This is an optimization exercise on Yosys and OpenROAD, whose aim is a short achievable clock period, not a production implementation.
The RTL was checked by simulation tests, not by an equivalence proof against the original design.
Power figures rest on the tool's default switching activity, not on a simulated workload.

## flow/design.v (module list and top-level ports; edited modules follow where they fit)
// module signExtend: 15 lines
// module SignExtendSelector: 24 lines
// module RegFile: 22 lines
// module CSRFile: 175 lines
// module ALUCPU: 27 lines
// module control_alu: 99 lines
// module control_branch: 23 lines
// module control_bypass_ex: 88 lines
// module control_main: 164 lines
// module control_stall_id: 113 lines
// module mem_read_selector: 21 lines
// module mem_write_selector: 32 lines
// module cpu: 690 lines
// module riscv_core: 35 lines
module riscv_core (
	input         clock,
	input         reset,
	output [31:0] PC_out,
	input  [31:0] instr_in,
	output        instr_en,
	output [31:0] data_addr,
	output        ren,
	output        wen,
	output [31:0] data_out,
	input  [31:0] data_in,
	output [3:0]  byte_select,
	input         memReady,
	input         software_interrupt,
	input         timer_interrupt,
	input         external_interrupt
);
  // ...
==> flow/run.sh <==
#!/bin/bash
# synth_recipe.tcl (not shown) runs the flow's synth.tcl, then flattens the netlist and writes it again
# the make line also repeats each setting of config.mk as NAME=value (left out here)
make -C /OpenROAD-flow-scripts/flow DESIGN_CONFIG=/design/flow/config.mk WORK_HOME=/design/flow/orfs CLKGATE_MAP_FILE= SYNTH_SCRIPT=/design/flow/synth_recipe.tcl finish
==> flow/config.mk <==
export PLATFORM = sky130hd
export DESIGN_NAME = riscv_core
export DESIGN_NICKNAME = riscv_core
export VERILOG_FILES = /design/flow/design.v
export SDC_FILE = /design/flow/constraint.sdc
export NUM_CORES = 8
export LEC_CHECK = 0
export CAP_MARGIN = 20
export CORE_MARGIN = 2
export CORE_UTILIZATION = 45
export PLACE_DENSITY = 0.65
export SETUP_SLACK_MARGIN = 5
export SLEW_MARGIN = 20
==> flow/constraint.sdc <==
create_clock -name core_clock -period 12.5 [get_ports {clock}]
set_input_delay 2.5000 -clock core_clock [delete_from_list [all_inputs] [get_ports {clock}]]
set_output_delay 2.5000 -clock core_clock [all_outputs]
set_load 0.01 [all_outputs]
==> impl_metrics.yaml, run 1 <==
outcome:
  outcome: "no timing/DRC/antenna violations"
yosys:
  synthAdderAreaFrac_pct: 4.582
  synth_xor_area_share_pct: 2.725
  yosysMostFrequentCell: "dfrtp_1"
  muxShareOfSynthArea_pct: 11.56
  ys_seq_area_share_pct: 40.82
  yosysUniqueCellTypes: 118
detailed_routing:
  wl_met2_microns: 261800
  via_per_inst: 7.345
cells_and_area:
  n_all_buffers: 626
  layout.nets: 13320
  fin_area_sq_um: 137000
  multi_input_area_share_pct: 49.57
  seq_area_share_pct: 36.57
  mostFrequentLayoutCells: "1980 x dfrtp_1, 1220 x nand2_1, 1067 x mux2_2, 1023 x nor2_1, 859 x o21ai_0"
  num-multi-input-gates: 9609
clock_tree:
  clockBufferDepth: 4
  cts_tree: "done"
min_path:
  hold_path_depth: 0
  min_to: "cpu1.cpu_regs.data[0][29]$_DFFE_PN0P_"
power_and_ir_drop:
  leakagePower_nw: 61.77
  clkPwrFrac_pct: 25.4
  p_int_mw: 14.86
global_routing:
  grt_util_met2_pct: 64.03
  gr-total-overflow: 0
floorplanning:
  die_area_sq_um: 276900
  die_h_microns: 526.2
  initial_utilization_pct: 45.28
sta:
  report.final.slew_viol_count: 0
  tns_ns: 0
  fin_skew_ns: 0.1053
worst_setup_path:
  startpoint_type: "register"
  path_cells: "inv_1, nor4_2, buf_4, a22o_1, a221oi_1, nand4_1, o32ai_2, nor2_1, a21oi_2, a21oi_1, ha_1, a41oi_1, o21ai_1, a221oi_2, a21boi_2, o211ai_2, a311o_1, and2_4, a311oi_4, a211oi_1, or3_1, o211ai_1, o221ai_1"
  slowest_delay_ns: 0.69
  endpoint_kind: "register"
  worstSetupPathDepth: 23
  critPathTopFamily: "compound AO/OA/AOI/OAI gates"
flow_run:
  maxCapViolations: 0
place:
  dp_hpwl_microns: 450900
  port_buffers: 172
==> module cpu, before the edit <==
module cpu(	input clock,
			input reset,
			output 	[31:0] PC_out,
			input  	[31:0] instr_in,
			output 	[31:0] data_addr,
			output ren,
			output wen,
			output instr_en,
			output 	[31:0] data_out,
			input 	[31:0] data_in,
			output 	[3:0]  byte_select,
			input software_interrupt,
			input timer_interrupt,
			input external_interrupt,
			input memReady
			);
wire mr = memReady;
reg		[31:0]	IFID_instr;
reg 	[31:0]  PC_IF2;
reg		[31:0]	PC, IFID_PC, IDEX_PC;
wire	[31:0]	JumpAddress;
reg 	[31:0]  PC_new;
wire	[31:0]	instr;
reg		[31:0]	IF2_instr;
reg     [31:0]  delayed_instr;
wire			inA_is_PC;
reg		[31:0]	IDEX_signExtend;
wire	[31:0]	signExtend;
wire	[31:0]	rdA, rdB;
reg		[31:0]	IDEX_rdA, IDEX_rdB;
reg		[2:0]	IDEX_funct3;
reg		[4:0]	IDEX_instr_rs2, IDEX_instr_rs1, IDEX_instr_rd;
reg				IDEX_RegDst, IDEX_ALUSrc, IDEX_inA_is_PC, IDEX_Jump, IDEX_JumpJALR;
reg 	[1:0] 	IDEX_reg_type;
reg				IDEX_MemRead, IDEX_MemWrite;
reg				IDEX_MemToReg, IDEX_RegWrite;
reg				IDEX_csr_imm;
reg 	[2:0]	EXMEM_funct3;
reg 	[4:0]	EXMEM_RegWriteAddr;
reg 	[31:0]	EXMEM_ALUOut;
reg 	[31:0]	EXMEM_BranchALUOut;
reg 	[1:0] 	EXMEM_reg_type;
reg				EXMEM_JumpJALR;
reg				EXMEM_MemRead, EXMEM_MemWrite, EXMEM_RegWrite, EXMEM_MemToReg;
reg		[4:0]	MEMWB_RegWriteAddr;
reg				MEMWB_RegWrite;
wire			RegDst, MemRead, MemWrite, MemToReg, ALUSrc, RegWrite, Jump, JumpJALR;
wire 	[1:0] 	reg_type;
wire			Branch;
reg				IDEX_Branch, EXMEM_Branch;
wire	[6:0]	opcode;
wire	[2:0]	funct3, ALUcntrl;
wire 	[31:0] 	csr_data;
reg 	[31:0] 	EXMEM_csr_data;
wire 	[11:0]	csr_addr;
reg 	[11:0]	IDEX_csr_addr;
reg 	[11:0]	EXMEM_csr_addr;
reg 	[11:0]	MEMWB_csr_addr;
reg 			csr_write_allowed;
reg 			IDEX_csr_write_allowed;
reg 			EXMEM_csr_write_allowed;
reg 			MEMWB_csr_write_allowed;
wire	[6:0]	funct7;
wire	[4:0]	instr_rs1, instr_rs2, instr_rd, RegWriteAddr;
wire	[31:0]	imm_i, imm_s, imm_b, imm_u, imm_j, imm_z;
reg keepDelayInstr;
wire flushPipeline;
wire int_taken, int_taken_nx;
wire [31:0] trap_vector;
wire syscall, trap_waiting;
wire trap_in_ID;
reg		[31:0]	MEMWB_wRegData;		 
reg		[31:0]	MEMWB_wbData;		 
wire	[31:0]	WB_csr_data = mr ? MEMWB_wbData : 32'b0;
reg		s2_q;		 
reg		s34_q;		 
reg		X_q;		 
reg		brtaken_q;	 
reg		Y_q;		 
wire PCSrc = EXMEM_JumpJALR | brtaken_q;
wire int_trap = int_taken;
wire stallY = ~s2_q & s34_q;
wire write_pc		= int_trap | PCSrc | (mr & ~stallY);
wire write_ifid		= mr & ~s2_q & ~s34_q;
wire write_idex		= mr;
wire write_exmem	= mr;
wire write_memwb	= mr;
wire bubble_idex	= int_trap | PCSrc | (mr & (s2_q | s34_q));
wire bubble_exmem	= int_trap | PCSrc;
wire bubble_ifid	= int_trap | PCSrc | flushPipeline | (mr & ~s2_q & ~s34_q & (Jump | trap_in_ID));
assign trap_waiting	= mr & syscall & ~s2_q & ~s34_q;
assign instr_en		= ~(X_q | (mr & Y_q));
assign PC_out = PC;
assign instr = instr_in;
assign wen = EXMEM_MemWrite;
always @(posedge clock or negedge reset)
begin
	if (reset == 1'b0)
		PC <= 32'h00000000;
	else if (write_pc == 1'b1)
		PC <= PC_new;
end
reg bubble_ifid_delayed;
always @(posedge clock or negedge reset)
begin
	if(reset == 1'b0)begin
		PC_IF2 <= 32'b0;
		bubble_ifid_delayed <= 1'b0;
		delayed_instr <= 32'b0;
		keepDelayInstr <= 1'b0;
	end
	else begin
		if(write_ifid == 1'b1)begin
			if(bubble_ifid == 1'b1)
				PC_IF2 <= 32'hffffffff;
			else
				PC_IF2 <= PC;
			bubble_ifid_delayed <= bubble_ifid;
			delayed_instr <= 0;
			keepDelayInstr <= 0;
		end
		else begin
			if(bubble_ifid == 1'b1||bubble_ifid_delayed == 1'b1)
				PC_IF2 <= 32'hffffffff;
			if(keepDelayInstr ==1'b0) begin
				keepDelayInstr <= 1;
				delayed_instr <= (PCSrc)?32'hffffffff: instr;
			end
		end
	end
end
always@(*)
begin
	if(delayed_instr == 0)
		IF2_instr = instr;
	else if(bubble_ifid_delayed == 1'b1)
		IF2_instr = 32'b0;
	else
		IF2_instr = delayed_instr;
end
always @(*) begin
	if(int_taken||trap_in_ID)
		PC_new = trap_vector;
	else if (PCSrc == 1'b0) begin
		if (Jump == 1'b0)
			PC_new = PC + ((flushPipeline == 1'b1) ? 32'd0 : 32'd4);
		else
			PC_new = JumpAddress;
	end
	else
		PC_new = EXMEM_BranchALUOut;
end
assign JumpAddress = IFID_PC + signExtend;
wire ifid_clear = bubble_ifid_delayed | bubble_ifid;
wire [31:0] IFID_instr_d = ifid_clear ? 32'b0 : (write_ifid ? IF2_instr : IFID_instr);
always @(posedge clock or negedge reset)
begin
	if((reset == 1'b0))
	begin
		IFID_PC			<= 32'b0;
		IFID_instr		<= 32'b0;
	end
	else begin
		IFID_instr <= IFID_instr_d;
		if (ifid_clear)
			IFID_PC			<= 32'hffffffff;
		else if (write_ifid == 1'b1)
			IFID_PC			<= PC_IF2;
	end
end
assign opcode		= IFID_instr[6:0];
assign funct3		= IFID_instr[14:12];
assign funct7		= IFID_instr[31:25];
assign instr_rs1	= IFID_instr[19:15];
assign csr_addr		= IFID_instr[31:20];
assign instr_rs2	= IFID_instr[24:20];
assign instr_rd		= IFID_instr[11:7];
assign syscall		= (IDEX_Jump==1'b0 &
						IDEX_JumpJALR==1'b0&opcode == 7'b1110011 & funct3==0) ? 1'b1 : 1'b0;
always @(*) begin
	if(reg_type == 2'b01) begin
		if(funct3[1:0] == 2'b00)
			csr_write_allowed = 1'b0;
		else if(funct3[1:0] == 2'b01)
			csr_write_allowed = 1'b1;
		else
			csr_write_allowed = (instr_rs1 != 5'b0);
	end
	else
		csr_write_allowed = 1'b0;
end
signExtend signExtendUnit (
	.instr(IFID_instr[31:7]),
	.imm_i(imm_i),
	.imm_s(imm_s),
	.imm_b(imm_b),
	.imm_u(imm_u),
	.imm_j(imm_j),
	.imm_z(imm_z)
);
RegFile cpu_regs (
	.clock(clock),
	.reset(reset),
	.raA(instr_rs1),
	.raB(instr_rs2),
	.wa(MEMWB_RegWriteAddr),
	.wen(MEMWB_RegWrite),
	.wd(MEMWB_wRegData),
	.rdA(rdA),
	.rdB(rdB)
);
SignExtendSelector SignExtendSelector (
	.out(signExtend),
	.imm_i(imm_i),
	.imm_s(imm_s),
	.imm_b(imm_b),
	.imm_u(imm_u),
	.imm_j(imm_j),
	.imm_z(imm_z),
	.opcode(opcode)
);
localparam NOPS = 13;
localparam O_ADD = 0, O_SUB = 1, O_XOR = 2, O_OR = 3, O_AND = 4, O_SLL = 5, O_SRL = 6,
           O_SRA = 7, O_SLT = 8, O_SLTU = 9, O_SUBU = 10, O_LUI = 11, O_CLEAR = 12;
wire [3:0] ALUOp_id;
wire csr_imm_id;
control_alu control_alu(
	.ALUOp(ALUOp_id),
	.ALUcntrl(ALUcntrl),
	.csr_immidiate(csr_imm_id),
	.funct3(funct3),
	.funct7(funct7)
);
reg [NOPS-1:0] op_id;
always @(*) begin
	op_id = 0;
	case (ALUOp_id)
		4'b0000:   op_id[O_ADD] = 1'b1;
		4'b1100: op_id[O_ADD] = 1'b1;
		4'b0001:   op_id[O_SUB] = 1'b1;
		4'b0010:   op_id[O_XOR] = 1'b1;
		4'b0011:    op_id[O_OR] = 1'b1;
		4'b0100:   op_id[O_AND] = 1'b1;
		4'b0101:   op_id[O_SLL] = 1'b1;
		4'b0110:   op_id[O_SRL] = 1'b1;
		4'b0111:   op_id[O_SRA] = 1'b1;
		4'b1000:   op_id[O_SLT] = 1'b1;
		4'b1001:  op_id[O_SLTU] = 1'b1;
		4'b1010:  op_id[O_SUBU] = 1'b1;
		4'b1011:   op_id[O_LUI] = 1'b1;
		4'b1110: op_id[O_CLEAR] = 1'b1;
		default: op_id = 0;
	endcase
end
reg [NOPS-1:0] IDEX_op;
always @(posedge clock or negedge reset)
begin
	if ((reset == 1'b0)) begin
		IDEX_inA_is_PC	<= 1'b0;
		IDEX_Jump		<= 1'b0;
		IDEX_JumpJALR	<= 1'b0;
		IDEX_signExtend	<= 32'b0;
		IDEX_instr_rd	<= 5'b0;
		IDEX_instr_rs1	<= 5'b0;
		IDEX_instr_rs2	<= 5'b0;
		IDEX_RegDst		<= 1'b0;
		IDEX_ALUSrc		<= 1'b0;
		IDEX_Branch		<= 1'b0;
		IDEX_MemRead	<= 1'b0;
		IDEX_MemWrite	<= 1'b0;
		IDEX_MemToReg	<= 1'b0;
		IDEX_RegWrite	<= 1'b0;
		IDEX_funct3		<= 3'b0;
		IDEX_PC			<= 32'b0;
		IDEX_rdA		<= 32'b0;
		IDEX_rdB		<= 32'b0;
		IDEX_reg_type	<= 2'b0;
		IDEX_csr_addr	<= 12'b0;
		IDEX_csr_write_allowed <= 1'b0;
		IDEX_csr_imm	<= 1'b0;
		IDEX_op			<= 1 << O_ADD;
	end
	else
	begin
		if ((bubble_idex == 1'b1)) begin
			IDEX_inA_is_PC	<= 1'b0;
			IDEX_Jump		<= 1'b0;
			IDEX_JumpJALR	<= 1'b0;
			IDEX_signExtend	<= 32'b0;
			IDEX_instr_rd	<= 5'b0;
			IDEX_instr_rs1	<= 5'b0;
			IDEX_instr_rs2	<= 5'b0;
			IDEX_RegDst		<= 1'b0;
			IDEX_ALUSrc		<= 1'b0;
			IDEX_Branch		<= 1'b0;
			IDEX_MemRead	<= 1'b0;
			IDEX_MemWrite	<= 1'b0;
			IDEX_MemToReg	<= 1'b0;
			IDEX_RegWrite	<= 1'b0;
			IDEX_funct3		<= 3'b0;
			IDEX_rdA		<= 32'b0;
			IDEX_rdB		<= 32'b0;
			IDEX_reg_type	<= 2'b0;
			IDEX_csr_addr	<= 12'b0;
			IDEX_csr_write_allowed <= 1'b0;
			IDEX_csr_imm	<= 1'b0;
			IDEX_op			<= 1 << O_ADD;
			IDEX_PC			<= 32'hffffffff;
		end
		else if (write_idex == 1'b1) begin
			IDEX_inA_is_PC	<= inA_is_PC;
			IDEX_Jump		<= Jump;
			IDEX_JumpJALR	<= JumpJALR;
			IDEX_signExtend	<= signExtend;
			IDEX_instr_rd	<= instr_rd;
			IDEX_instr_rs1	<= instr_rs1;
			IDEX_instr_rs2	<= instr_rs2;
			IDEX_RegDst		<= RegDst;
			IDEX_ALUSrc		<= ALUSrc;
			IDEX_Branch		<= Branch;
			IDEX_MemRead	<= MemRead;
			IDEX_MemWrite	<= MemWrite;
			IDEX_MemToReg	<= MemToReg;
			IDEX_RegWrite	<= RegWrite;
			IDEX_funct3		<= funct3;
			IDEX_PC			<= IFID_PC;
			IDEX_rdA		<= rdA;
			IDEX_rdB		<= rdB;
			IDEX_reg_type	<= reg_type;
			IDEX_csr_addr	<= csr_addr;
			IDEX_csr_write_allowed <= csr_write_allowed;
			IDEX_csr_imm	<= csr_imm_id;
			IDEX_op			<= op_id;
		end
	end
end
reg [31:0] newmepc;
localparam MEPC_IDLE = 1'b0;
localparam MEPC_WAITINGJUMP = 1'b1;
reg mepc_state;
always@(posedge clock or negedge reset)begin
	if(reset==1'b0)begin
		newmepc <= 32'h0;
		mepc_state <= MEPC_IDLE;
	end
	else
	begin
		case(mepc_state)
			MEPC_IDLE:begin
				if(flushPipeline)
				begin
					if(brtaken_q||Jump||EXMEM_JumpJALR)
						newmepc <= PC_new;
					else if(write_pc==1'b0&&IFID_PC!=32'hffffffff)
						newmepc <= IFID_PC;
					else if(PC_IF2!=32'hffffffff)
						newmepc <= PC_IF2;
					else
						newmepc <= PC;
					mepc_state <= MEPC_WAITINGJUMP;
				end
			end
			MEPC_WAITINGJUMP:begin
				if(brtaken_q||Jump||EXMEM_JumpJALR)
					newmepc <= PC_new;
				if(flushPipeline==1'b0)
					mepc_state <= MEPC_IDLE;
			end
		endcase
	end
end
CSRFile csrFile(
	.clock(clock),
	.reset(reset),
	.wen(MEMWB_csr_write_allowed),
	.ren(reg_type==2'b01),
	.csrAddr(csr_addr),
	.csrWAddr(MEMWB_csr_addr),
	.wd(WB_csr_data),
	.rd(csr_data),
	.write_pc(write_pc),
	.PC(PC),
	.IDEX_PC(newmepc),
	.software_interrupt(software_interrupt),
	.timer_interrupt(timer_interrupt),
	.external_interrupt(external_interrupt),
	.syscall(trap_waiting),
	.int_taken(int_taken),
	.int_taken_nx(int_taken_nx),
	.trap_in_ID(trap_in_ID),
	.flushPipeline(flushPipeline),
	.trap_vector(trap_vector)
);
control_main control_main (
	.RegDst(RegDst),
	.reg_type(reg_type),
	.Branch(Branch),
	.MemRead(MemRead),
	.MemWrite(MemWrite),
	.MemToReg(MemToReg),
	.ALUSrc(ALUSrc),
	.RegWrite(RegWrite),
	.Jump(Jump),
	.JumpJALR(JumpJALR),
	.inA_is_PC(inA_is_PC),
	.ALUcntrl(ALUcntrl),
	.opcode(opcode)
);
reg fA_ex, fA_wb;		 
reg fB_ex, fB_wb;		 
reg bA_imm, bA_ex, bA_wbc, bA_wbr, bA_rf;			 
reg aA_pc, aA_imm, aA_ex, aA_wbc, aA_wbr, aA_rf;	 
reg bB_ex, bB_wbc, bB_wbr, bB_csr, bB_rf;			 
reg aB_4, aB_imm, aB_ex, aB_wbc, aB_wbr, aB_csr, aB_rf;	 
wire [31:0] bypassOutA = ({32{bA_imm}} & {27'b0, IDEX_instr_rs1}) | ({32{bA_ex}} & EXMEM_ALUOut) |
                         ({32{bA_wbc}} & MEMWB_wbData) | ({32{bA_wbr}} & MEMWB_wRegData) |
                         ({32{bA_rf}} & IDEX_rdA);
wire [31:0] bypassOutB = ({32{bB_ex}} & EXMEM_ALUOut) | ({32{bB_wbc}} & MEMWB_wbData) |
                         ({32{bB_wbr}} & MEMWB_wRegData) | ({32{bB_csr}} & csr_data) |
                         ({32{bB_rf}} & IDEX_rdB);
wire [31:0] ALUInA = ({32{aA_pc}} & IDEX_PC) | ({32{aA_imm}} & {27'b0, IDEX_instr_rs1}) |
                     ({32{aA_ex}} & EXMEM_ALUOut) | ({32{aA_wbc}} & MEMWB_wbData) |
                     ({32{aA_wbr}} & MEMWB_wRegData) | ({32{aA_rf}} & IDEX_rdA);
wire [31:0] ALUInB = ({32{aB_4}} & 32'd4) | ({32{aB_imm}} & IDEX_signExtend) |
                     ({32{aB_ex}} & EXMEM_ALUOut) | ({32{aB_wbc}} & MEMWB_wbData) |
                     ({32{aB_wbr}} & MEMWB_wRegData) | ({32{aB_csr}} & csr_data) |
                     ({32{aB_rf}} & IDEX_rdB);
wire [31:0] BranchInA = (IDEX_JumpJALR == 1'b1) ? bypassOutA : IDEX_PC;
wire [31:0] BranchALUOut = BranchInA + IDEX_signExtend;
wire [31:0] alu_add = ALUInA + ALUInB;
wire [31:0] alu_sub = ALUInA - ALUInB;
wire [32:0] alu_usub = {1'b0, ALUInA} - {1'b0, ALUInB};
wire signed [31:0] sALUInA = ALUInA;
wire signed [31:0] sALUInB = ALUInB;
wire        alu_lt  = sALUInA < sALUInB;
wire        alu_ltu = ALUInA < ALUInB;
wire [31:0] alu_sra = sALUInA >>> ALUInB[4:0];
wire [31:0] alu_log =
	({32{IDEX_op[O_XOR]}}   & (ALUInA ^ ALUInB)) |
	({32{IDEX_op[O_OR]}}    & (ALUInA | ALUInB)) |
	({32{IDEX_op[O_AND]}}   & (ALUInA & ALUInB)) |
	({32{IDEX_op[O_LUI]}}   & {ALUInB[31:12], 12'b0}) |
	({32{IDEX_op[O_CLEAR]}} & {31'b0, (ALUInA == 32'b0) & ALUInB[0]});
wire [31:0] alu_sh =
	({32{IDEX_op[O_SLL]}}   & (ALUInA << ALUInB[4:0])) |
	({32{IDEX_op[O_SRL]}}   & (ALUInA >> ALUInB[4:0])) |
	({32{IDEX_op[O_SRA]}}   & alu_sra);
wire        alu_ltx = (IDEX_op[O_SLT] & alu_lt) | (IDEX_op[O_SLTU] & alu_ltu);
wire        op_log = IDEX_op[O_XOR] | IDEX_op[O_OR] | IDEX_op[O_AND] | IDEX_op[O_LUI] | IDEX_op[O_CLEAR];
wire        op_sh  = IDEX_op[O_SLL] | IDEX_op[O_SRL] | IDEX_op[O_SRA];
wire        op_lt  = IDEX_op[O_SLT] | IDEX_op[O_SLTU];
wire [31:0] ALUOut =
	({32{IDEX_op[O_ADD]}}   & alu_add) |
	({32{IDEX_op[O_SUB]}}   & alu_sub) |
	alu_log | alu_sh | {31'b0, alu_ltx} |
	({32{IDEX_op[O_SUBU]}}  & alu_usub[32:1]);
reg brcond;
always @(*) begin
	case (IDEX_funct3)
		3'b000:	brcond = (ALUInA == ALUInB);
		3'b001:	brcond = (ALUInA != ALUInB);
		3'b100:	brcond = alu_sub[31];
		3'b101:	brcond = ~alu_sub[31];
		3'b110:	brcond = alu_usub[32];
		3'b111:	brcond = ~alu_usub[32];
		default:		brcond = 1'b0;
	endcase
end
assign RegWriteAddr = (IDEX_RegDst==1'b0) ? IDEX_instr_rs2 : IDEX_instr_rd;
always @(posedge clock or negedge reset)
begin
	if ((reset == 1'b0)) begin
		EXMEM_ALUOut		<= 32'b0;
		EXMEM_JumpJALR 		<= 1'b0;
		EXMEM_BranchALUOut	<= 32'b0;
		EXMEM_RegWriteAddr	<= 5'b0;
		EXMEM_Branch		<= 1'b0;
		EXMEM_MemRead		<= 1'b0;
		EXMEM_MemWrite		<= 1'b0;
		EXMEM_MemToReg		<= 1'b0;
		EXMEM_RegWrite		<= 1'b0;
		EXMEM_funct3		<= 3'b0;
		EXMEM_csr_data		<= 32'b0;
		EXMEM_reg_type		<= 2'b00;
		EXMEM_csr_addr		<= 12'b0;
		EXMEM_csr_write_allowed <= 1'b0;
		brtaken_q			<= 1'b0;
	end
	else
	begin
		if ((bubble_exmem == 1'b1)) begin
			EXMEM_ALUOut		<= 32'b0;
			EXMEM_JumpJALR 		<= 1'b0;
			EXMEM_BranchALUOut	<= 32'b0;
			EXMEM_RegWriteAddr	<= 5'b0;
			EXMEM_Branch		<= 1'b0;
			EXMEM_MemRead		<= 1'b0;
			EXMEM_MemWrite		<= 1'b0;
			EXMEM_MemToReg		<= 1'b0;
			EXMEM_RegWrite		<= 1'b0;
			EXMEM_funct3		<= 3'b0;
			EXMEM_csr_data		<= 32'b0;
			EXMEM_reg_type		<= 2'b00;
			EXMEM_csr_addr		<= 12'b0;
			EXMEM_csr_write_allowed <= 1'b0;
			brtaken_q			<= 1'b0;
		end
		else if (write_exmem == 1'b1) begin
			EXMEM_ALUOut		<= ALUOut;
			EXMEM_JumpJALR		<= IDEX_JumpJALR;
			EXMEM_BranchALUOut	<= BranchALUOut;
			EXMEM_RegWriteAddr	<= RegWriteAddr;
			EXMEM_Branch		<= IDEX_Branch;
			EXMEM_MemRead		<= IDEX_MemRead;
			EXMEM_MemWrite		<= IDEX_MemWrite;
			EXMEM_MemToReg		<= IDEX_MemToReg;
			EXMEM_RegWrite		<= IDEX_RegWrite;
			EXMEM_funct3		<= IDEX_funct3;
			EXMEM_csr_data		<= csr_data;
			EXMEM_reg_type		<= IDEX_reg_type;
			EXMEM_csr_addr		<= IDEX_csr_addr;
			EXMEM_csr_write_allowed <= IDEX_csr_write_allowed;
			brtaken_q			<= IDEX_Branch & brcond;
		end
	end
end
wire [31:0] staddr = bypassOutA + IDEX_signExtend;
wire [3:0]  bsel_ex;
wire [31:0] wdata_ex;
mem_write_selector mem_write_selector(
	.mem_select(IDEX_funct3),
	.ALUin(bypassOutB),
	.offset(staddr[1:0]),
	.byte_select_vector(bsel_ex),
	.out(wdata_ex)
);
reg [3:0]  bsel_q;
reg [31:0] wdata_q;
always @(posedge clock or negedge reset)
begin
	if (reset == 1'b0) begin
		bsel_q  <= 4'b0;
		wdata_q <= 32'b0;
	end
	else if (mr == 1'b1) begin
		bsel_q  <= bsel_ex;
		wdata_q <= wdata_ex;
	end
end
assign byte_select = bsel_q;
assign data_out = wdata_q;
wire [31:0] MemOut_mem;
mem_read_selector mem_read_selector(
	.mem_select(EXMEM_funct3),
	.DMemOut(data_in),
	.byte_index(EXMEM_ALUOut[1:0]),
	.out(MemOut_mem)
);
wire [31:0] wbData_nx = (EXMEM_MemToReg == 1'b0) ? EXMEM_ALUOut : MemOut_mem;
wire [31:0] wRegData_nx = (EXMEM_reg_type == 2'b00) ? wbData_nx : EXMEM_csr_data;
always @(posedge clock or negedge reset)
begin
	if (reset == 1'b0) begin
		MEMWB_RegWriteAddr	<= 5'b0;
		MEMWB_RegWrite		<= 1'b0;
		MEMWB_csr_addr		<= 12'b0;
		MEMWB_csr_write_allowed <= 1'b0;
		MEMWB_wRegData		<= 32'b0;
		MEMWB_wbData		<= 32'b0;
	end
	else if (write_memwb == 1'b1) begin
		MEMWB_RegWriteAddr	<= EXMEM_RegWriteAddr;
		MEMWB_RegWrite		<= EXMEM_RegWrite;
		MEMWB_csr_addr		<= EXMEM_csr_addr;
		MEMWB_csr_write_allowed <= EXMEM_csr_write_allowed;
		MEMWB_wRegData		<= wRegData_nx;
		MEMWB_wbData		<= wbData_nx;
	end
end
wire [4:0]  IDEX_rs1_d   = bubble_idex ? 5'b0 : (write_idex ? instr_rs1 : IDEX_instr_rs1);
wire [4:0]  IDEX_rs2_d   = bubble_idex ? 5'b0 : (write_idex ? instr_rs2 : IDEX_instr_rs2);
wire [4:0]  IDEX_rd_d    = bubble_idex ? 5'b0 : (write_idex ? instr_rd : IDEX_instr_rd);
wire [11:0] IDEX_csra_d  = bubble_idex ? 12'b0 : (write_idex ? csr_addr : IDEX_csr_addr);
wire [1:0]  IDEX_rt_d    = bubble_idex ? 2'b0 : (write_idex ? reg_type : IDEX_reg_type);
wire        IDEX_MemRead_d  = bubble_idex ? 1'b0 : (write_idex ? MemRead : IDEX_MemRead);
wire        IDEX_MemWrite_d = bubble_idex ? 1'b0 : (write_idex ? MemWrite : IDEX_MemWrite);
wire        IDEX_Branch_d   = bubble_idex ? 1'b0 : (write_idex ? Branch : IDEX_Branch);
wire        IDEX_Jump_d     = bubble_idex ? 1'b0 : (write_idex ? Jump : IDEX_Jump);
wire        IDEX_JumpJALR_d = bubble_idex ? 1'b0 : (write_idex ? JumpJALR : IDEX_JumpJALR);
wire [4:0]  EXMEM_rd_d   = bubble_exmem ? 5'b0 : (write_exmem ? RegWriteAddr : EXMEM_RegWriteAddr);
wire        EXMEM_rw_d   = bubble_exmem ? 1'b0 : (write_exmem ? IDEX_RegWrite : EXMEM_RegWrite);
wire [11:0] EXMEM_csra_d = bubble_exmem ? 12'b0 : (write_exmem ? IDEX_csr_addr : EXMEM_csr_addr);
wire        EXMEM_Branch_d = bubble_exmem ? 1'b0 : (write_exmem ? IDEX_Branch : EXMEM_Branch);
wire        EXMEM_JumpJALR_d = bubble_exmem ? 1'b0 : (write_exmem ? IDEX_JumpJALR : EXMEM_JumpJALR);
wire        brtaken_d    = bubble_exmem ? 1'b0 : (write_exmem ? (IDEX_Branch & brcond) : brtaken_q);
wire [4:0]  MEMWB_rd_d   = write_memwb ? EXMEM_RegWriteAddr : MEMWB_RegWriteAddr;
wire        MEMWB_rw_d   = write_memwb ? EXMEM_RegWrite : MEMWB_RegWrite;
wire [11:0] MEMWB_csra_d = write_memwb ? EXMEM_csr_addr : MEMWB_csr_addr;
wire fA_ex_d = EXMEM_rw_d & (EXMEM_rd_d != 5'b0) & (EXMEM_rd_d == IDEX_rs1_d);
wire fA_wb_d = ~fA_ex_d & MEMWB_rw_d & (MEMWB_rd_d != 5'b0) & (MEMWB_rd_d == IDEX_rs1_d);
wire fB_ex_d = (IDEX_rt_d == 2'b00) ? (EXMEM_rw_d & (EXMEM_rd_d == IDEX_rs2_d)) :
               (IDEX_rt_d == 2'b01) ? (EXMEM_rw_d & (EXMEM_rd_d != 5'b0) & (EXMEM_csra_d == IDEX_csra_d)) : 1'b0;
wire fB_wb_d = ~fB_ex_d & ((IDEX_rt_d == 2'b00) ? (MEMWB_rw_d & (MEMWB_rd_d == IDEX_rs2_d)) :
               (IDEX_rt_d == 2'b01) ? (MEMWB_rw_d & (MEMWB_rd_d != 5'b0) & (MEMWB_csra_d == IDEX_csra_d)) : 1'b0);
wire csrimm_d = bubble_idex ? 1'b0 : (write_idex ? csr_imm_id : IDEX_csr_imm);
wire inApc_d  = bubble_idex ? 1'b0 : (write_idex ? inA_is_PC : IDEX_inA_is_PC);
wire alusrc_d = bubble_idex ? 1'b0 : (write_idex ? ALUSrc : IDEX_ALUSrc);
wire jmp_d    = IDEX_Jump_d | IDEX_JumpJALR_d;
wire rt01_d   = (IDEX_rt_d == 2'b01);
wire bA_imm_d = csrimm_d;
wire bA_ex_d  = ~csrimm_d & fA_ex_d;
wire bA_wbc_d = ~csrimm_d & fA_wb_d & rt01_d;
wire bA_wbr_d = ~csrimm_d & fA_wb_d & ~rt01_d;
wire bA_rf_d  = ~csrimm_d & ~fA_ex_d & ~fA_wb_d;
wire bB_ex_d  = fB_ex_d;
wire bB_wbc_d = fB_wb_d & rt01_d;
wire bB_wbr_d = fB_wb_d & ~rt01_d;
wire bB_csr_d = ~fB_ex_d & ~fB_wb_d & rt01_d;
wire bB_rf_d  = ~fB_ex_d & ~fB_wb_d & ~rt01_d;
wire bBsel_d  = ~jmp_d & ~alusrc_d;
wire [31:0] ifid_nx = IFID_instr_d;
wire        sys_nx  = ~IDEX_Jump_d & ~IDEX_JumpJALR_d & (ifid_nx[6:0] == 7'b1110011) & (ifid_nx[14:12] == 3'b000);
wire        s2_d    = (IDEX_Branch_d | EXMEM_Branch_d) & sys_nx;
wire        s34_d   = ((ifid_nx[6:0] == 7'b0000011) & IDEX_MemWrite_d) |
                      (IDEX_MemRead_d & ((IDEX_rd_d == ifid_nx[19:15]) | (IDEX_rd_d == ifid_nx[24:20])));
wire        X_d     = ~int_taken_nx & (EXMEM_JumpJALR_d | brtaken_d);
wire ldf_ex = IDEX_RegWrite & (RegWriteAddr != 5'b0) & (RegWriteAddr == instr_rs1);
wire ldf_wb = EXMEM_RegWrite & (EXMEM_RegWriteAddr != 5'b0) & (EXMEM_RegWriteAddr == instr_rs1);
wire [31:0] ld_csa_s  = ALUInA ^ ALUInB ^ signExtend;
wire [31:0] ld_csa_c  = (ALUInA & ALUInB) | (ALUInA & signExtend) | (ALUInB & signExtend);
wire [31:0] ld_csu_s  = ALUInA ^ ~ALUInB ^ signExtend;
wire [31:0] ld_csu_c  = (ALUInA & ~ALUInB) | (ALUInA & signExtend) | (~ALUInB & signExtend);
wire [31:0] ld_add    = ld_csa_s + {ld_csa_c[30:0], 1'b0};
wire [31:0] ld_sub    = ld_csu_s + {ld_csu_c[30:0], 1'b1};
wire [31:0] ld_log    = alu_log + signExtend;
wire [31:0] ld_sh     = alu_sh + signExtend;
wire [31:0] imm_p1    = signExtend + 32'd1;
wire [31:0] ld_lt     = alu_ltx ? imm_p1 : signExtend;
wire [31:0] ld_fwd    = ({32{IDEX_op[O_ADD]}} & ld_add) | ({32{IDEX_op[O_SUB]}} & ld_sub) |
                        ({32{op_log}} & ld_log) | ({32{op_sh}} & ld_sh) | ({32{op_lt}} & ld_lt);
wire [31:0] ld_wb     = wRegData_nx + signExtend;
wire [31:0] ld_rf     = rdA + signExtend;
wire [31:0] ldaddr    = ldf_ex ? ld_fwd : ldf_wb ? ld_wb : ld_rf;
wire        ld_enter = MemRead & ~bubble_idex;
reg [31:0] da_q;
reg        ren_q;
always @(posedge clock or negedge reset)
begin
	if (reset == 1'b0) begin
		fA_ex <= 1'b0;
		fA_wb <= 1'b0;
		fB_ex <= 1'b0;
		fB_wb <= 1'b0;
		bA_imm <= 1'b0; bA_ex <= 1'b0; bA_wbc <= 1'b0; bA_wbr <= 1'b0; bA_rf <= 1'b1;
		aA_pc <= 1'b0; aA_imm <= 1'b0; aA_ex <= 1'b0; aA_wbc <= 1'b0; aA_wbr <= 1'b0; aA_rf <= 1'b1;
		bB_ex <= 1'b0; bB_wbc <= 1'b0; bB_wbr <= 1'b0; bB_csr <= 1'b0; bB_rf <= 1'b1;
		aB_4 <= 1'b0; aB_imm <= 1'b0; aB_ex <= 1'b0; aB_wbc <= 1'b0; aB_wbr <= 1'b0; aB_csr <= 1'b0; aB_rf <= 1'b1;
		s2_q  <= 1'b0;
		s34_q <= 1'b0;
		X_q   <= 1'b0;
		Y_q   <= 1'b0;
		ren_q <= 1'b0;
		da_q  <= 32'b0;
	end
	else begin
		fA_ex <= fA_ex_d;
		fA_wb <= fA_wb_d;
		fB_ex <= fB_ex_d;
		fB_wb <= fB_wb_d;
		bA_imm <= bA_imm_d; bA_ex <= bA_ex_d; bA_wbc <= bA_wbc_d; bA_wbr <= bA_wbr_d; bA_rf <= bA_rf_d;
		aA_pc  <= inApc_d;
		aA_imm <= ~inApc_d & bA_imm_d; aA_ex <= ~inApc_d & bA_ex_d; aA_wbc <= ~inApc_d & bA_wbc_d;
		aA_wbr <= ~inApc_d & bA_wbr_d; aA_rf <= ~inApc_d & bA_rf_d;
		bB_ex <= bB_ex_d; bB_wbc <= bB_wbc_d; bB_wbr <= bB_wbr_d; bB_csr <= bB_csr_d; bB_rf <= bB_rf_d;
		aB_4   <= jmp_d;
		aB_imm <= ~jmp_d & alusrc_d;
		aB_ex <= bBsel_d & bB_ex_d; aB_wbc <= bBsel_d & bB_wbc_d; aB_wbr <= bBsel_d & bB_wbr_d;
		aB_csr <= bBsel_d & bB_csr_d; aB_rf <= bBsel_d & bB_rf_d;
		s2_q  <= s2_d;
		s34_q <= s34_d;
		X_q   <= X_d;
		Y_q   <= ~s2_d & s34_d;
		ren_q <= IDEX_MemRead_d & ~brtaken_d;
		if (mr == 1'b1)
			da_q <= ld_enter ? ldaddr : staddr;
	end
end
assign ren = ren_q;
assign data_addr = da_q;
endmodule
==> run 2: changes to the inputs <==
--- a/flow/design.v
+++ b/flow/design.v
@@ -955,4 +955,26 @@
 end
 assign JumpAddress = IFID_PC + signExtend;
+signExtend signExtendUnit (
+	.instr(IF2_instr[31:7]),
+	.imm_i(imm_i),
+	.imm_s(imm_s),
+	.imm_b(imm_b),
+	.imm_u(imm_u),
+	.imm_j(imm_j),
+	.imm_z(imm_z)
+);
+wire [31:0] signExtend_if2;
+SignExtendSelector SignExtendSelector (
+	.out(signExtend_if2),
+	.imm_i(imm_i),
+	.imm_s(imm_s),
+	.imm_b(imm_b),
+	.imm_u(imm_u),
+	.imm_j(imm_j),
+	.imm_z(imm_z),
+	.opcode(IF2_instr[6:0])
+);
+reg [31:0] IFID_imm;
+assign signExtend = IFID_imm;
 wire ifid_clear = bubble_ifid_delayed | bubble_ifid;
 wire [31:0] IFID_instr_d = ifid_clear ? 32'b0 : (write_ifid ? IF2_instr : IFID_instr);
@@ -963,11 +985,16 @@
 		IFID_PC			<= 32'b0;
 		IFID_instr		<= 32'b0;
+		IFID_imm		<= 32'b0;
 	end
 	else begin
 		IFID_instr <= IFID_instr_d;
-		if (ifid_clear)
+		if (ifid_clear) begin
 			IFID_PC			<= 32'hffffffff;
-		else if (write_ifid == 1'b1)
+			IFID_imm		<= 32'b0;
+		end
+		else if (write_ifid == 1'b1) begin
 			IFID_PC			<= PC_IF2;
+			IFID_imm		<= signExtend_if2;
+		end
 	end
 end
@@ -993,13 +1020,4 @@
 		csr_write_allowed = 1'b0;
 end
-signExtend signExtendUnit (
-	.instr(IFID_instr[31:7]),
-	.imm_i(imm_i),
-	.imm_s(imm_s),
-	.imm_b(imm_b),
-	.imm_u(imm_u),
-	.imm_j(imm_j),
-	.imm_z(imm_z)
-);
 RegFile cpu_regs (
 	.clock(clock),
@@ -1013,14 +1031,4 @@
 	.rdB(rdB)
 );
-SignExtendSelector SignExtendSelector (
-	.out(signExtend),
-	.imm_i(imm_i),
-	.imm_s(imm_s),
-	.imm_b(imm_b),
-	.imm_u(imm_u),
-	.imm_j(imm_j),
-	.imm_z(imm_z),
-	.opcode(opcode)
-);
 localparam NOPS = 13;
 localparam O_ADD = 0, O_SUB = 1, O_XOR = 2, O_OR = 3, O_AND = 4, O_SLL = 5, O_SRL = 6,
==> flow/flow/run.sh (new file) <==
#!/bin/bash
# Layout flow: the standard flow (standard.sh, unchanged synthesis, floorplan,
# placement, CTS and routing) with two changes to how the layout is optimised:
#  - the setup repair steps aim for a larger slack margin, so that repair_timing
#    keeps improving paths that already meet the 12.5 ns clock;
#  - memReady and instr_en, the only input-to-output path, get adjacent pins.
set -euo pipefail
here=$(pwd)
bash standard.sh SETUP_SLACK_MARGIN=7 IO_CONSTRAINTS=$here/flow/io.tcl finish > $here/standard.log 2>&1
==> flow/flow/io.tcl (new file) <==
set_io_pin_constraint -group -order -pin_names {memReady instr_en}
==> flow/standard.sh (new file) <==
#!/bin/bash
# synth_recipe.tcl (not shown) runs the flow's synth.tcl, then flattens the netlist and writes it again
# the make line also repeats each setting of config.mk as NAME=value (left out here)
make -C /OpenROAD-flow-scripts/flow DESIGN_CONFIG=/design/flow/config.mk WORK_HOME=/design/flow/orfs CLKGATE_MAP_FILE= SYNTH_SCRIPT=/design/flow/synth_recipe.tcl "${@:-finish}"
--- a/flow/config.mk
+++ b/flow/config.mk
@@ -8,6 +8,4 @@
 export CAP_MARGIN = 20
 export CORE_MARGIN = 2
-export CORE_UTILIZATION = 45
-export PLACE_DENSITY = 0.65
-export SETUP_SLACK_MARGIN = 5
+export CORE_UTILIZATION = 32
 export SLEW_MARGIN = 20
removed: flow/run.sh
==> impl_metrics.yaml, run 2 <==
clock_tree:
  clockBufferDepth: 4
  numCtsBuffers: 224
  cts_hold_buffers: 0
  clkTransAtPathRegs_ns: 0.07
  cts_tree: "done"
  clkSinkCount: 2033
  clk_latency_ns: 0.99
  root_buffer: "clkbuf_16"
  h-tree-depth: 4
global_routing:
  grt_pass1_wl_microns: 936100
  gr-total-overflow: 0
  grt_max_degree: 167
  antenna_found_initial: 59
  grt_pass1_vias: 114900
  grt_use_total_pct: 33.80
power_and_ir_drop:
  clkPwrFrac_pct: 31.4
  leakagePower_nw: 63.92
  switchingPower_mw: 9.083
  p_per_area_nw_per_um2: 155.8
  p_int_mw: 13.57
  seqPwrFrac_pct: 36.1
  swShare_pct: 40.09
  ir_worst_vdd_uv: 136.5
  total_power_mw: 22.66
  combPwrFrac_pct: 32.5
yosys:
  avgSynthCellArea_sq_um: 9.506
  netlist.top_cell.by_area: "dfrtp_1"
  synth.area.top_cells: "dfrtp_1 41%, mux2_2 9.6%, a22oi_1 3.7%"
  synth.ff_latch_count: 2033
  yosysUniqueCellTypes: 101
  yosys-top-cells-count: "2021 x dfrtp_1, 1198 x nand2_1, 1049 x mux2_2"
  synth_ff_type: "dfrtp_1"
  synth_edf_count: 0
  yosysMostFrequentCell: "dfrtp_1"
  async_reset_ff_share_pct: 100.0
  syn_inst: 12960
  synth_area_sq_um: 123200
  ys_seq_area_share_pct: 41.30
  synth_top_area_share_pct: 41.05
  synth.net_count: 13460
  yosysWarnings: 9
sta:
  slew_headroom_pct: 8.717
  fin_crit_ns: 6.302
  finalCritPeriodShare_pct: 50.41
  worst_pin_slew_ns: 1.369
  rsz0062_at_grt: "yes"
  report.final.slew_viol_count: 0
  hold_viol: 0
  tns_ns: 0
  fin_skew_ns: 0.1410
  worst_slack_ns: 6.198
  whs_ns: 0.4075
  clock.fmax_mhz: 158.7
  setup_viol: 0
floorplanning:
  core_area_sq_um: 382900
  initial_utilization_pct: 32.18
  ios: 173
  rows: 227
  die_w_microns: 624.5
  die_h_microns: 624.5
  die_area_sq_um: 390000
worst_setup_path:
  arrival_ns: 7.17
  reg2regPathDepth: 26
  critical_path_class: "register to register"
  cp_max_fo: 13
  startpoint_type: "register"
  endpoint_kind: "register"
  worstPathRequired_ns: 13.37
cells_and_area:
  top_register: "cpu1.cpu_regs.data"
  layout.nets: 13580
  final_layout_size_suffix_gt1_share_pct: 21.12
  multi_input_area_sq_um: 69800
  layout_commonest_cell: "dfrtp_1"
  seqCellArea_sq_um: 50930
  largest_reg_flops: 1024
  syn_to_final_growth_pct: 18.01
  mostFrequentLayoutCells: "1996 x dfrtp_1, 1161 x nand2_1, 1048 x mux2_2, 923 x nor2_1, 821 x o21ai_0"
  n_fill_cell: 38240
  final_util_pct: 37.98
place:
  port_buffers: 172
  dp_hpwl_microns: 457900
  pre_cts_ws_ns: 4.461
  place_congestion: 1.047
detailed_routing:
  routed-via-count: 122400
  ant_nets: 0
  drc: 0
  wl_per_cell_microns: 37.52
  via_per_inst: 6.672
  drtIter0Drc: 20560
  first_pass_iters: 17
  wl_microns: 688600
flow_run:
  maxCapViolations: 0
outcome:
  outcome: "no timing/DRC/antenna violations"
min_path:
  min_path_type: "register to register"
  hold_path_depth: 0
run 2: cell types whose count changed after synthesis, sizes merged, moves of 62 or more:
cell | previous run | this run
a222oi | 120 | 194
a22oi | 531 | 606
mux2i | 212 | 275
nor2 | 1086 | 1007
nor3 | 196 | 127
o21ai | 875 | 937
run 2: critical path, cell delays in order, from the launching register on:
cell and delay [ns]:
dfrtp_2 0.49, buf_4 0.17, nand3b_1 0.28, buf_6 0.21
nor2_4 0.41, buf_4 0.46, a22oi_1 0.15, nand4_1 0.14
nor3_2 0.05, nand2_1 0.12, o21ai_4 0.11, nor2_1 0.16
a21oi_2 0.10, mux2i_2 0.27, ha_1 0.30, a211o_1 0.36
a211oi_4 0.36, o31ai_4 0.09, o41a_1 0.32, o21a_1 0.22
o21ai_4 0.18, o21ba_4 0.23, o2111a_2 0.29, mux2i_2 0.23
xnor2_1 0.14, nand2_1 0.07, a221o_1 0.32
run 2: worst paths after layout:
check,end,slack [ns],from
worst max-delay path,cpu1.da_q[30]$_DFFE_PN0P_,6.20,cpu1.IFID_instr[16]$_DFF_PN0_
worst min-delay path,cpu1.cpu_regs.data[0][25]$_DFFE_PN0P_,0.41,cpu1.cpu_regs.data[0][25]$_DFFE_PN0P_
worst max register to register,cpu1.da_q[30]$_DFFE_PN0P_,6.20,cpu1.IFID_instr[16]$_DFF_PN0_
worst min register to register,cpu1.cpu_regs.data[0][25]$_DFFE_PN0P_,0.41,cpu1.cpu_regs.data[0][25]$_DFFE_PN0P_
max in group asynchronous,cpu1.da_q[20]$_DFFE_PN0P_,8.47,reset
min in group asynchronous,cpu1.cpu_regs.data[23][20]$_DFFE_PN0P_,1.55,reset
run 2: power by group through the flow:
| stage | sequential (mW) | clock, mW | combinational (mW) |
|---|---|---|---|
| 2_1_floorplan | 7.65 | 0 | 3.71 |
| 3_3_place_gp | 8.19 | 0 | 6.33 |
| 3_5_place_dp | 8.19 | 0 | 6.33 |
| 4_1_cts | 8.08 | 7.13 | 6.79 |
| 5_1_grt | 8.16 | 7.38 | 7.65 |
| 6_report | 8.17 | 7.12 | 7.37 |
run 2: cell type report:
type / instances / share of cell area, %
clock inverter: 109 / 0.9199
sequential: 2033 / 35.03
antenna: 40 / 0.06884
multi-input combinational: 9478 / 48.01
tap: 5038 / 4.335
inverter: 388 / 1.037
timing repair buffer: 959 / 6.210
clock buffer: 305 / 4.390
run 2: kinds of logic after synthesis:
| kind of cell | synth area share [%] |
|---|---|
| buffers and inverters | 4.479 |
| AO/OA/AOI/OAI | 23.27 |
| flip-flops | 41.30 |
| AND/OR/NAND/NOR | 11.49 |
| XOR/XNOR | 2.822 |
| adder cells (fa/ha/maj) | 4.795 |
| multiplexers | 11.84 |
run 2: through the flow:
step / instances / area [sq um]
6_report: 18350 / 145400
5_1_grt: 18320 / 145300
4_1_cts: 18220 / 143400
3_5_place_dp: 17550 / 131600
3_3_place_gp: 17550 / 131600
2_1_floorplan: 12960 / 123300
run 2: repair_timing:
item                                    4_1_cts  5_1_grt
endpoints found under the setup margin       98       42
pin swaps                                   123       68
hold endpoints to repair                      0        0
cloned                                       13        7
resized for setup                           484      246
setup buffers                               242       76
run 2: per-layer routing:
layer	wire length, microns	up-vias	GRT usage [%]
li1	-	48670	-
met1	243900	60280	40.35
met2	271600	10060	47.22
met3	96630	3366	13.62
met4	75530	61	28.22
met5	865	-	0.9878

==> static timing again, ports no longer ideal <==
Ports are ideal in the flow. The routed layouts listed here were re-timed in OpenROAD. Step 1 assumes that a clkbuf_16 drives the clock port and a buf_2 every other input. Step 2 times the ports against the registers' clock, not the clock port: input delays grow and output delays shrink by t, the midpoint of the rising clock arrivals with the driver on. Three values: ideal ports, drivers, drivers and shift; two values: the first two.
| run | t, ns | setup WS [ns] | worst data-port slew with drivers (ns) | cell pins on the clock port's net |
|---|---|---|---|---|
| run 1 | 1.052 | 4.873 / 4.873 / 4.320 | 0.08 | 1 |
| run 2 | 1.023 | 6.198 / 6.198 / 5.277 | 0.35 | 1 |
After both steps setup and hold are still met in every run listed. For run 2, which loses most, drivers alone change the setup slack by 0.000 ns; drivers and shift together by -0.921 ns.
